From an optimization exercise on the open Yosys and OpenROAD flow, aimed at small area, a short achievable clock period and few clock cycles; shortcuts taken in it are not production practice.
At most, simulation tests tie the RTL to the original design; equivalence was not proved.

==> v34: inputs <==
==> flow/design.v <==
`timescale 1ns/10ps
module  ATCONV(
	input		clk,
	input		reset,
	output	reg	busy,
	input		ready,
	output reg	[11:0]	iaddr,
	input signed [12:0]	idata,
	output	reg 	cwr,
	output reg	[11:0]	caddr_wr,
	output reg 	[12:0] 	cdata_wr,
	output	reg 	crd,
	output reg	[11:0] 	caddr_rd,
	input 	[12:0] 	cdata_rd,
	output reg 	csel
	);
reg        fin;
reg [3:0]  ph;         
reg [5:0]  B;          
reg        ex;         
reg        dup;        
reg [8:0]  D;          
reg [11:0] Ta, Tb;     
reg [12:0] Va, Vb;     
reg [12:0] Xa, Xb;     
reg        colv;       
reg [10:0] pos;        
reg        ov;         
reg [12:0] RD;         
wire ph0 = ph[0];
wire ph1 = ph[1];
wire ph2 = ph[2];
wire ph3 = ph[3];
wire [5:0] x  = iaddr[5:0];
wire [5:0] n  = {x[0], x[5:1] ^ {5{x[0]}}};
wire       n0 = (x == 6'd0) & ~ex;
wire [5:0] n1 = n + 6'd1;
wire       wrap = (x == 6'd1) & ~dup;
wire [5:0] xn = (ex | wrap) ? 6'd0 : dup ? x : {n1[4:0] ^ {5{n1[5]}}, n1[5]};
wire       dupn = ex | ((x == 6'd62) & ~dup);
wire       cv = !n0 && !((x == 6'd63) && !dup) && !B[5];
wire [5:0] B_n = B + {5'd0, ex};
wire [3:0] q   = B[4:1];
wire       p   = B[0];
wire [3:0] qn  = B_n[4:1];
wire [5:0] rtopn = (qn == 4'd0) ? 6'd0 : {qn - 4'd1, 1'b1, B_n[0]};
wire [5:0] rbot  = (q == 4'd15) ? 6'd63 : {q + 4'd1, 1'b0, p};
wire [4:0]  pq = pos[10:7];
wire        pp = pos[6];
wire [5:0]  o  = pos[5:0];
wire [10:0] pn = pos + 11'd1;
wire [4:0]  co = o[4:0] ^ {5{o[5]}};
wire [4:0]  cn = pn[4:0] ^ {5{pn[5]}};
wire        pool = pp | o[5];
wire [11:0] tw = {3'd0, D};
wire [11:0] t4 = {1'b0, D, 2'b00};
wire [12:0] vw = {3'b111, ~D, 1'b0};
wire [12:0] v8 = {D, 4'b0000};
wire [11:0] Ta_n = (ph1 ? 12'd3 : Ta) + (ph2 ? t4 : tw);
wire [12:0] Va_n = (ph0 ? ~{1'b0, Ta} : Va) + (ph0 ? 13'd0 : ph2 ? v8 : vw);
wire [11:0] Tb_n = (ph2 ? 12'd3 : Tb) + (ph3 ? t4 : tw);
wire [12:0] Vb_n = (ph2 ? ~{1'b0, Tb} : Vb) + (ph3 ? v8 : vw);
wire [12:0] so  = ph0 ? Xa + ~{1'b0, Ta} : Xb + ~{1'b0, Tb};
wire [12:0] l0  = so[12] ? 13'd0 : so;
wire        gt  = RD > cdata_wr;
wire [12:0] mx  = gt ? RD : cdata_wr;
wire [12:0] mr  = (mx[3:0] == 4'd0) ? mx : {mx[12:4] + 9'd1, 4'd0};
wire [12:0] mg  = (pp & o[5]) ? mr : mx;
always @(posedge clk) begin
	D  <= idata[12:4];
	RD <= cdata_rd;
	Ta <= Ta_n;
	Va <= Va_n;
	if (!ph1) begin
		Tb <= Tb_n;
		Vb <= Vb_n;
	end
	if (ph0) Xa <= Va;
	if (ph2) Xb <= Vb;
	cdata_wr <= (ph0 | ph2) ? l0 : mg;
	if (reset) begin
		busy <= 1'b0;
		fin <= 1'b0;
		ph <= 4'b0001;
		B <= 6'd0;
		ex <= 1'b0;
		dup <= 1'b1;
		iaddr <= 12'd0;
		colv <= 1'b0;
		ov <= 1'b0;
		pos <= 11'h7ff;
		cwr <= 1'b0;
		crd <= 1'b0;
	end else begin
		if (ready && !fin) busy <= 1'b1;
		ph <= {ph[2:0], ph[3]};
		case (1'b1)
		ph0: begin
			iaddr[11:6] <= {q, 1'b0, p};
			ov <= colv;
			if (colv) pos <= pn;
			cwr <= colv & ~fin;
			crd <= colv & ~pn[6] & pn[5];
			if (B[5] && n0 && !dup) begin
				busy <= 1'b0;
				fin <= 1'b1;
				cwr <= 1'b0;
				crd <= 1'b0;
			end
		end
		ph1: begin
			iaddr[11:6] <= {q, 1'b1, p};
			cwr <= ov & pool & ~fin;
			crd <= ov & pp;
		end
		ph2: begin
			colv <= cv;
			iaddr[11:6] <= rbot;
			cwr <= ov & ~fin;
			crd <= cv & ~pn[6] & pn[5];
		end
		default: begin
			iaddr <= {rtopn, xn};
			ex <= wrap;
			dup <= dupn;
			B <= B_n;
			cwr <= ov & pool & ~fin;
			crd <= cv & pn[6];
		end
		endcase
	end
end
always @(posedge clk) begin
	case (1'b1)
	ph0: begin
		csel <= 1'b0;
		caddr_wr <= {pn[10:7], 1'b0, pn[6], cn, pn[5]};
		caddr_rd <= {pn[10:7], 1'b1, pn[6], cn, 1'b0};
	end
	ph1: begin
		csel <= 1'b1;
		caddr_wr <= {2'b00, pq, 1'b0, co};
		caddr_rd <= {2'b00, pq, 1'b1, co};
	end
	ph2: begin
		csel <= 1'b0;
		caddr_wr <= {pq, 1'b1, pp, co, o[5]};
		caddr_rd <= {pn[10:7], 1'b0, pn[6], cn, 1'b0};
	end
	default: begin
		csel <= 1'b1;
		caddr_wr <= {2'b00, pq, 1'b1, co};
		caddr_rd <= {2'b00, pn[10:7], 1'b0, cn};
	end
	endcase
end
endmodule
==> flow/flow/run.sh <==
#!/bin/bash
set -euo pipefail
export BUFFER_PORTS_ARGS="-buffer_cell sky130_fd_sc_hd__buf_1"
bash standard.sh SETUP_SLACK_MARGIN=5.35 finish > standard.log 2>&1
==> flow/standard.sh <==
#!/bin/bash
# synth_recipe.tcl (not shown) runs the flow's synth.tcl, then flattens the netlist and writes it again
# the make line also repeats each setting of config.mk as NAME=value (left out here)
make -C /OpenROAD-flow-scripts/flow DESIGN_CONFIG=/design/flow/config.mk WORK_HOME=/design/flow/orfs CLKGATE_MAP_FILE= SYNTH_SCRIPT=/design/flow/synth_recipe.tcl "${@:-finish}"
==> flow/config.mk <==
export PLATFORM = sky130hd
export DESIGN_NAME = ATCONV
export DESIGN_NICKNAME = ATCONV
export VERILOG_FILES = /design/flow/design.v
export SDC_FILE = /design/flow/constraint.sdc
export NUM_CORES = 4
export LEC_CHECK = 0
export ABC_CLOCK_PERIOD_IN_PS = 2500
export CAP_MARGIN = 20
export CORE_MARGIN = 2
export CORE_UTILIZATION = 40
export CTS_BUF_LIST = sky130_fd_sc_hd__clkbuf_8
export SETUP_SLACK_MARGIN = 5
export SLEW_MARGIN = 20
==> flow/constraint.sdc <==
create_clock -name core_clock -period 8.0 [get_ports {clk}]
set_input_delay 1.6000 -clock core_clock [delete_from_list [all_inputs] [get_ports {clk}]]
set_output_delay 1.6000 -clock core_clock [all_outputs]
set_load 0.01 [all_outputs]
==> v3 (differences from v34) <==
==> flow/design.v, changed modules only <==
module  ATCONV(
	input		clk,
	input		reset,
	output	reg	busy,
	input		ready,
	output reg	[11:0]	iaddr,
	input signed [12:0]	idata,
	output	reg 	cwr,
	output reg	[11:0]	caddr_wr,
	output reg 	[12:0] 	cdata_wr,
	output	reg 	crd,
	output  	[11:0] 	caddr_rd,
	input 	[12:0] 	cdata_rd,
	output reg 	csel
	);
reg        fin;
reg [2:0]  ph;         
reg [6:0]  r;          
reg        ex;         
reg        dup;        
reg [8:0]  D;          
reg [11:0] T;          
reg [12:0] V;          
reg [12:0] Xa;         
reg        colv;       
reg [11:0] pos;        
reg        ov;         
reg [12:0] RD;         
assign caddr_rd = caddr_wr;
wire ph0 = ph[0];
wire ph1 = ph[1];
wire ph2 = ph[2];
wire [5:0] x  = iaddr[5:0];
wire [5:0] n  = {x[0], x[5:1] ^ {5{x[0]}}};
wire       n0 = (x == 6'd0) & ~ex;
wire [5:0] n1 = n + 6'd1;
wire       wrap = (x == 6'd1) & ~dup;
wire [5:0] xn = (ex | wrap) ? 6'd0 : dup ? x : {n1[4:0] ^ {5{n1[5]}}, n1[5]};
wire       dupn = ex | ((x == 6'd62) & ~dup);
wire       cv = !n0 && !((x == 6'd63) && !dup) && !r[6];
wire [6:0] r_n = r + {6'd0, ex};
wire [5:0] rtop = (r < 7'd2) ? 6'd0 : r[5:0] - 6'd2;
wire [5:0] rbot = (r > 7'd61) ? 6'd63 : r[5:0] + 6'd2;
wire [5:0]  ro = pos[11:6];
wire [5:0]  o  = pos[5:0];
wire [11:0] pn = pos + 12'd1;
wire [4:0]  co = o[4:0] ^ {5{o[5]}};
wire [4:0]  cn = pn[4:0] ^ {5{pn[5]}};
wire        pool  = ro[0] | o[5];
wire        pooln = pn[6] | pn[5];
wire [11:0] T_n = (ph1 ? 12'd3 : T) + (ph1 ? {1'b0, D, 2'b00} : {3'd0, D});
wire [12:0] V_n = (ph1 ? ~{1'b0, T} : V) + (ph1 ? {D, 4'b0000} : {3'b111, ~D, 1'b0});
wire [12:0] so  = Xa + ~{1'b0, T};
wire [12:0] l0  = so[12] ? 13'd0 : so;
wire        gt  = RD > cdata_wr;
wire [12:0] mx  = gt ? RD : cdata_wr;
wire [12:0] rr  = (RD[3:0] == 4'd0) ? RD : {RD[12:4] + 9'd1, 4'd0};
wire [12:0] rc  = (cdata_wr[3:0] == 4'd0) ? cdata_wr : {cdata_wr[12:4] + 9'd1, 4'd0};
wire [12:0] mr  = gt ? rr : rc;
always @(posedge clk) begin
	D  <= idata[12:4];
	RD <= cdata_rd;
	T  <= T_n;
	V  <= V_n;
	if (ph1) Xa <= V;
	cdata_wr <= ph1 ? l0 : (ro[0] & o[5]) ? mr : mx;
	if (reset) begin
		busy <= 1'b0;
		fin <= 1'b0;
		ph <= 3'b001;
		r <= 7'd0;
		ex <= 1'b0;
		dup <= 1'b1;
		iaddr <= 12'd0;
		colv <= 1'b0;
		ov <= 1'b0;
		pos <= 12'hfff;
		cwr <= 1'b0;
		crd <= 1'b0;
		csel <= 1'b0;
	end else begin
		if (ready && !fin) busy <= 1'b1;
		ph <= {ph[1:0], ph[2]};
		case (1'b1)
		ph0: begin
			iaddr[11:6] <= rtop;
			cwr <= 1'b0;
			crd <= colv & pooln & ~fin;
			csel <= pn[6];
			caddr_wr <= pn[6] ? {2'b00, pn[11:7], cn} : {pn[11:6], cn, 1'b0};
			if (r[6] && n0 && !dup) begin
				busy <= 1'b0;
				fin <= 1'b1;
			end
		end
		ph1: begin
			iaddr[11:6] <= rbot;
			ov <= colv;
			if (colv) pos <= pn;
			cwr <= colv & ~fin;
			crd <= 1'b0;
			csel <= 1'b0;
			caddr_wr <= {pn[11:6], cn, pn[5]};
		end
		default: begin
			iaddr <= {r_n[5:0], xn};
			ex <= wrap;
			dup <= dupn;
			r <= r_n;
			colv <= cv;
			cwr <= ov & pool & ~fin;
			csel <= 1'b1;
			caddr_wr <= {2'b00, ro[5:1], co};
		end
		endcase
	end
end
endmodule
==> flow/run.sh (new file) <==
#!/bin/bash
# synth_recipe.tcl (not shown) runs the flow's synth.tcl, then flattens the netlist and writes it again
# the make line also repeats each setting of config.mk as NAME=value (left out here)
make -C /OpenROAD-flow-scripts/flow DESIGN_CONFIG=/design/flow/config.mk WORK_HOME=/design/flow/orfs CLKGATE_MAP_FILE= SYNTH_SCRIPT=/design/flow/synth_recipe.tcl finish
- CTS_BUF_LIST: sky130_fd_sc_hd__clkbuf_8 -> default
removed: flow/flow/run.sh
removed: flow/standard.sh
==> results.toml <==
[status]
outcome = "complete, no violations"

[detailed_routing]
m1WireLength_um = 8620
wl_met3_um = 618

[setup_path]
crit_cells = 1
critPathRequiredTime_ns = 6.40

[layout]
multi_input_area_sq_um = 4320
nMultiInputCombCells = 631
final_cell_mix = "82 x nand2_1, 81 x dfxtp_1, 75 x nor2_1"

[worst_hold_path]
hold_path.startpoint = "ph[2]"

[synth]
yosys.area_share.adder = 0.104

[power_and_ir_drop]
p_per_area_nw_per_um2 = 307
(the above is from v3)
==> results.toml <==
[detailed_routing]
wl_met3_um = 1160
m1WireLength_um = 13400

[global_routing]
grt_use_met3 = 0.0272
antenna_found_initial = 0

[status]
outcome = "complete, no violations"

[setup_path]
crit_cells = 11
critPathRequiredTime_ns = 8.38

[layout]
multi_input_area_sq_um = 6550
syn2layout_area_growth_pct = 22.2
nMultiInputCombCells = 913
final_cell_mix = "136 x nor2_1, 105 x a21oi_1, 100 x dfxtp_1"

[power_and_ir_drop]
p_per_area_nw_per_um2 = 316
intPower_mw = 2.43

[worst_hold_path]
hold_path.startpoint = "Va[6]"

[synth]
yosys.area_share.adder = 0.121

[floorplanning]
coreArea_sq_um = 26000
(the above is from v34)
Testbench counts of v34, summed over its fixed seeds: cycles 102,972.
For v3, only the layout was checked, not whether the RTL still works.

## static timing again, ports no longer ideal
Ports are ideal in the flow. The routed layouts listed here were re-timed in OpenROAD.
Step 1, drivers: a clkbuf_16 drives clk and a buf_2 each remaining input, both assumed.
Step 2 also shifts input and output timing later by t, the mid clock arrival at the registers, as if the neighbouring blocks saw the same clock.
Three values: ideal ports, drivers, drivers and shift; two values: the first two.
run	t, ns	slack for setup (ns)	hold WS [ns]	slew at the worst register clock pin (ns)	cell pins on the clock port's net
v34	0.510	5.330 / 5.302 / 5.330	0.433 / 0.433 / 0.433	0.11 / 0.11	1
v3	0.455	5.051 / 5.012 / 4.775	0.405 / 0.405 / 0.405	0.06 / 0.06	1
After both steps every run listed still meets setup and hold. For v3, which loses most, drivers alone change the setup slack by -0.039 ns; drivers and shift together by -0.276 ns.
